What follows belongs to an exercise in optimizing a design on an open flow for small area; a production flow would make more cautious choices.
Only simulation tests tie the RTL to the original design; equivalence was not proved.
No driver is modelled on the clock port, so clocking that relies on it looks cheaper here than on a real chip.
Power figures rest on the tool's default switching activity, not on a simulated workload.

Design motor_ctrl, start of the top module:
module motor_ctrl
  (output logic        pwm,
   output logic        dir,
   output logic [31:0] pulse_width,
   output logic [31:0] rot_cnt,
   input  logic [31:0] target_rot_v,
   input  logic [31:0] p_gain,
   input  logic        sa,
   input  logic        sb,
   input  logic        clk,
   input  logic        rstn);
Size in the first run: roughly 630 cells after synthesis.
export LEC_CHECK = 0
export CAP_MARGIN = 20
export CORE_MARGIN = 2
export CORE_UTILIZATION = 70
export PLACE_DENSITY = 0.8
export SLEW_MARGIN = 20
create_clock -name core_clock -period 10.0 [get_ports {clk}]
standard.sh (not shown) runs the stock make flow with config.mk's settings and CLKGATE_MAP_FILE= SYNTH_SCRIPT=/design/flow/synth_recipe.tcl, a recipe that flattens the netlist after the stock synthesis.
==> flow/flow/run.sh <==
#!/bin/bash
# The standard layout, with: the standard synthesis's combinational logic
# re-mapped for area (registers and adders untouched), single-strength port
# buffers, and a clock tree of clkbuf_4 without dummy loads (a buffer close to
# the slew limit is upsized after CTS). Each tool's output goes to its own log
# here and under orfs/logs.
set -euo pipefail
W=$PWD
RES=$W/orfs/results/$FLOW_PLATFORM/motor_ctrl/base
LIB=$FLOW_HOME/platforms/sky130hd/lib/sky130_fd_sc_hd__tt_025C_1v80.lib
export BUFFER_PORTS_ARGS="-buffer_cell sky130_fd_sc_hd__buf_1"
export CTS_ARGS="-sink_clustering_enable -repair_clock_nets -dont_use_dummy_load -buf_list {sky130_fd_sc_hd__clkbuf_4}"
export POST_CTS_TCL=$W/flow/post_cts.tcl
export CLK_UPSIZE_SLEW=0.110

bash standard.sh synth > standard_synth.log 2>&1
cp $RES/1_2_yosys.v $W/standard_synth_netlist.v
REMAP_LIB=$LIB REMAP_IN=$W/standard_synth_netlist.v REMAP_OUT=$W/remapped.v REMAP_TOP=$FLOW_TOP \
  REMAP_SCRIPT=$W/flow/abc_area.script \
  DONT_USE_CELLS="sky130_fd_sc_hd__probe_p_8 sky130_fd_sc_hd__probec_p_8 sky130_fd_sc_hd__lpflow_bleeder_1 sky130_fd_sc_hd__lpflow_clkbufkapwr_1 sky130_fd_sc_hd__lpflow_clkbufkapwr_16 sky130_fd_sc_hd__lpflow_clkbufkapwr_2 sky130_fd_sc_hd__lpflow_clkbufkapwr_4 sky130_fd_sc_hd__lpflow_clkbufkapwr_8 sky130_fd_sc_hd__lpflow_clkinvkapwr_1 sky130_fd_sc_hd__lpflow_clkinvkapwr_16 sky130_fd_sc_hd__lpflow_clkinvkapwr_2 sky130_fd_sc_hd__lpflow_clkinvkapwr_4 sky130_fd_sc_hd__lpflow_clkinvkapwr_8 sky130_fd_sc_hd__lpflow_decapkapwr_12 sky130_fd_sc_hd__lpflow_decapkapwr_3 sky130_fd_sc_hd__lpflow_decapkapwr_4 sky130_fd_sc_hd__lpflow_decapkapwr_6 sky130_fd_sc_hd__lpflow_decapkapwr_8 sky130_fd_sc_hd__lpflow_inputiso0n_1 sky130_fd_sc_hd__lpflow_inputiso0p_1 sky130_fd_sc_hd__lpflow_inputiso1n_1 sky130_fd_sc_hd__lpflow_inputiso1p_1 sky130_fd_sc_hd__lpflow_inputisolatch_1 sky130_fd_sc_hd__lpflow_isobufsrc_1 sky130_fd_sc_hd__lpflow_isobufsrc_16 sky130_fd_sc_hd__lpflow_isobufsrc_2 sky130_fd_sc_hd__lpflow_isobufsrc_4 sky130_fd_sc_hd__lpflow_isobufsrc_8 sky130_fd_sc_hd__lpflow_isobufsrckapwr_16 sky130_fd_sc_hd__lpflow_lsbuf_lh_hl_isowell_tap_1 sky130_fd_sc_hd__lpflow_lsbuf_lh_hl_isowell_tap_2 sky130_fd_sc_hd__lpflow_lsbuf_lh_hl_isowell_tap_4 sky130_fd_sc_hd__lpflow_lsbuf_lh_isowell_4 sky130_fd_sc_hd__lpflow_lsbuf_lh_isowell_tap_1 sky130_fd_sc_hd__lpflow_lsbuf_lh_isowell_tap_2 sky130_fd_sc_hd__lpflow_lsbuf_lh_isowell_tap_4 " \
  $FLOW_HOME/../tools/install/yosys/bin/yosys -c $W/flow/remap.tcl > remap.log 2>&1
cp $W/remapped.v $RES/1_2_yosys.v
rm -f $RES/1_synth.odb $RES/1_synth.sdc
bash standard.sh > standard.log 2>&1
==> flow/flow/post_cts.tcl <==
estimate_parasitics -placement
set n 0
foreach inst [get_cells -quiet clkbuf_*] {
  set m [get_property $inst ref_name]
  if {$m ne "sky130_fd_sc_hd__clkbuf_4"} continue
  set x [get_pins [get_name $inst]/X]
  set s [expr {max([get_property $x slew_max_rise], [get_property $x slew_max_fall])}]
  puts "POST_CTS: [get_name $inst] slew $s"
  if {$s > $::env(CLK_UPSIZE_SLEW)} {
    replace_cell $inst sky130_fd_sc_hd__clkbuf_8
    incr n
  }
}
puts "POST_CTS: upsized $n clock buffers"
if {$n > 0} { detailed_placement }
Other scripts of this flow, unchanged in this note and not shown: flow/flow/abc_area.script, flow/flow/remap.tcl
Next try:
--- a/flow/flow/run.sh
+++ b/flow/flow/run.sh
@@ -14 +14 @@
-export CLK_UPSIZE_SLEW=0.110
+export CLK_UPSIZE_SLEW=0.120
Worst setup slack is worse by 0.013 ns.
Clock-buffer cell count stays the same.
Die area does not change.
Power falls by 1.6%.
Synthesized area stays the same.
Hold slack degrades by 0.033 ns.
Final cell count stays the same.
Global-route usage barely changes.
Combinational power is about the same.
Flip-flop and latch count stays the same.
Non-clock buffer count is unchanged.

========
motor_ctrl, a different RTL version from the one above (not shown whole).
Size in the first run: about 7200 um2 of cells after synthesis.
==> flow/config.mk <==
export PLATFORM = sky130hd
export DESIGN_NAME = motor_ctrl
export DESIGN_NICKNAME = motor_ctrl
export VERILOG_FILES = /design/flow/design.v
export SDC_FILE = /design/flow/constraint.sdc
export NUM_CORES = 4
export LEC_CHECK = 0
export CAP_MARGIN = 20
export CORE_MARGIN = 2
export CORE_UTILIZATION = 45
export PLACE_DENSITY = 0.6
export SLEW_MARGIN = 20
==> flow/constraint.sdc <==
create_clock -name core_clock -period 10.0 [get_ports {clk}]
set_input_delay 2.0000 -clock core_clock [delete_from_list [all_inputs] [get_ports {clk}]]
set_output_delay 2.0000 -clock core_clock [all_outputs]
set_load 0.01 [all_outputs]
==> flow/flow/run.sh <==
#!/bin/bash
# The standard layout, with: the standard synthesis's combinational logic
# re-mapped for area (registers and adders untouched), single-strength port
# buffers, and a clock tree of clkbuf_4 without dummy loads (a buffer close to
# the slew limit is upsized after CTS). Each tool's output goes to its own log
# here and under orfs/logs.
set -euo pipefail
W=$PWD
RES=$W/orfs/results/$FLOW_PLATFORM/motor_ctrl/base
LIB=$FLOW_HOME/platforms/sky130hd/lib/sky130_fd_sc_hd__tt_025C_1v80.lib
export BUFFER_PORTS_ARGS="-buffer_cell sky130_fd_sc_hd__buf_1"
export CTS_ARGS="-sink_clustering_enable -repair_clock_nets -dont_use_dummy_load -buf_list {sky130_fd_sc_hd__clkbuf_4}"
export POST_CTS_TCL=$W/flow/post_cts.tcl
export CLK_UPSIZE_SLEW=0.110

bash standard.sh synth > standard_synth.log 2>&1
cp $RES/1_2_yosys.v $W/standard_synth_netlist.v
REMAP_LIB=$LIB REMAP_IN=$W/standard_synth_netlist.v REMAP_OUT=$W/remapped.v REMAP_TOP=$FLOW_TOP \
  REMAP_SCRIPT=$W/flow/abc_area.script \
  DONT_USE_CELLS="sky130_fd_sc_hd__probe_p_8 sky130_fd_sc_hd__probec_p_8 sky130_fd_sc_hd__lpflow_bleeder_1 sky130_fd_sc_hd__lpflow_clkbufkapwr_1 sky130_fd_sc_hd__lpflow_clkbufkapwr_16 sky130_fd_sc_hd__lpflow_clkbufkapwr_2 sky130_fd_sc_hd__lpflow_clkbufkapwr_4 sky130_fd_sc_hd__lpflow_clkbufkapwr_8 sky130_fd_sc_hd__lpflow_clkinvkapwr_1 sky130_fd_sc_hd__lpflow_clkinvkapwr_16 sky130_fd_sc_hd__lpflow_clkinvkapwr_2 sky130_fd_sc_hd__lpflow_clkinvkapwr_4 sky130_fd_sc_hd__lpflow_clkinvkapwr_8 sky130_fd_sc_hd__lpflow_decapkapwr_12 sky130_fd_sc_hd__lpflow_decapkapwr_3 sky130_fd_sc_hd__lpflow_decapkapwr_4 sky130_fd_sc_hd__lpflow_decapkapwr_6 sky130_fd_sc_hd__lpflow_decapkapwr_8 sky130_fd_sc_hd__lpflow_inputiso0n_1 sky130_fd_sc_hd__lpflow_inputiso0p_1 sky130_fd_sc_hd__lpflow_inputiso1n_1 sky130_fd_sc_hd__lpflow_inputiso1p_1 sky130_fd_sc_hd__lpflow_inputisolatch_1 sky130_fd_sc_hd__lpflow_isobufsrc_1 sky130_fd_sc_hd__lpflow_isobufsrc_16 sky130_fd_sc_hd__lpflow_isobufsrc_2 sky130_fd_sc_hd__lpflow_isobufsrc_4 sky130_fd_sc_hd__lpflow_isobufsrc_8 sky130_fd_sc_hd__lpflow_isobufsrckapwr_16 sky130_fd_sc_hd__lpflow_lsbuf_lh_hl_isowell_tap_1 sky130_fd_sc_hd__lpflow_lsbuf_lh_hl_isowell_tap_2 sky130_fd_sc_hd__lpflow_lsbuf_lh_hl_isowell_tap_4 sky130_fd_sc_hd__lpflow_lsbuf_lh_isowell_4 sky130_fd_sc_hd__lpflow_lsbuf_lh_isowell_tap_1 sky130_fd_sc_hd__lpflow_lsbuf_lh_isowell_tap_2 sky130_fd_sc_hd__lpflow_lsbuf_lh_isowell_tap_4 " \
  $FLOW_HOME/../tools/install/yosys/bin/yosys -c $W/flow/remap.tcl > remap.log 2>&1
cp $W/remapped.v $RES/1_2_yosys.v
rm -f $RES/1_synth.odb $RES/1_synth.sdc
bash standard.sh > standard.log 2>&1
Scripts as last shown in full above: flow/flow/post_cts.tcl
Other scripts of this flow, unchanged in this note and not shown: flow/flow/abc_area.script, flow/flow/remap.tcl
The first run completed with no timing, DRC or antenna violations.
==> next run, changes <==
--- a/flow/config.mk
+++ b/flow/config.mk
@@ -10,2 +10,2 @@
-export CORE_UTILIZATION = 45
-export PLACE_DENSITY = 0.6
+export CORE_UTILIZATION = 70
+export PLACE_DENSITY = 0.8
=> Setup slack loses 0.28 ns; design area came out lower slightly; critical path depth does not change; flip-flop and latch count stays the same; non-clock buffer count came out lower by 2.

-- afterwards: timing with drivers on the ports --
No port has a modelled driver above. Below, the same layouts with a new extraction and two added sets of constraints.
Step 1 (the two cells are an assumption about what drives the block):
set clk [get_ports {clk}]
set_driving_cell -lib_cell sky130_fd_sc_hd__clkbuf_16 $clk
set_driving_cell -lib_cell sky130_fd_sc_hd__buf_2 [delete_from_list [all_inputs] $clk]
Step 2 also shifts input and output timing later by t, the mid clock arrival at the registers, as if the neighbouring blocks saw the same clock.
a / b / c = ideal ports / drivers / drivers and shift; a / b = the first two.
run	t (ns)	setup slack, ns	cell pins on the clock port's net
the first run of note 1	0.449	1.549 / 1.565 / 1.116	1
the second run of note 1	0.434	1.536 / 1.550 / 1.116	1
the first run of note 2	0.468	1.483 / 1.483 / 1.247	1
the second run of note 2	0.448	1.204 / 1.204 / 1.204	1
After both steps every run listed still meets setup and hold. The setup slack of the first run of note 1, which loses most, moves by +0.016 ns with the drivers and by -0.433 ns with both steps.
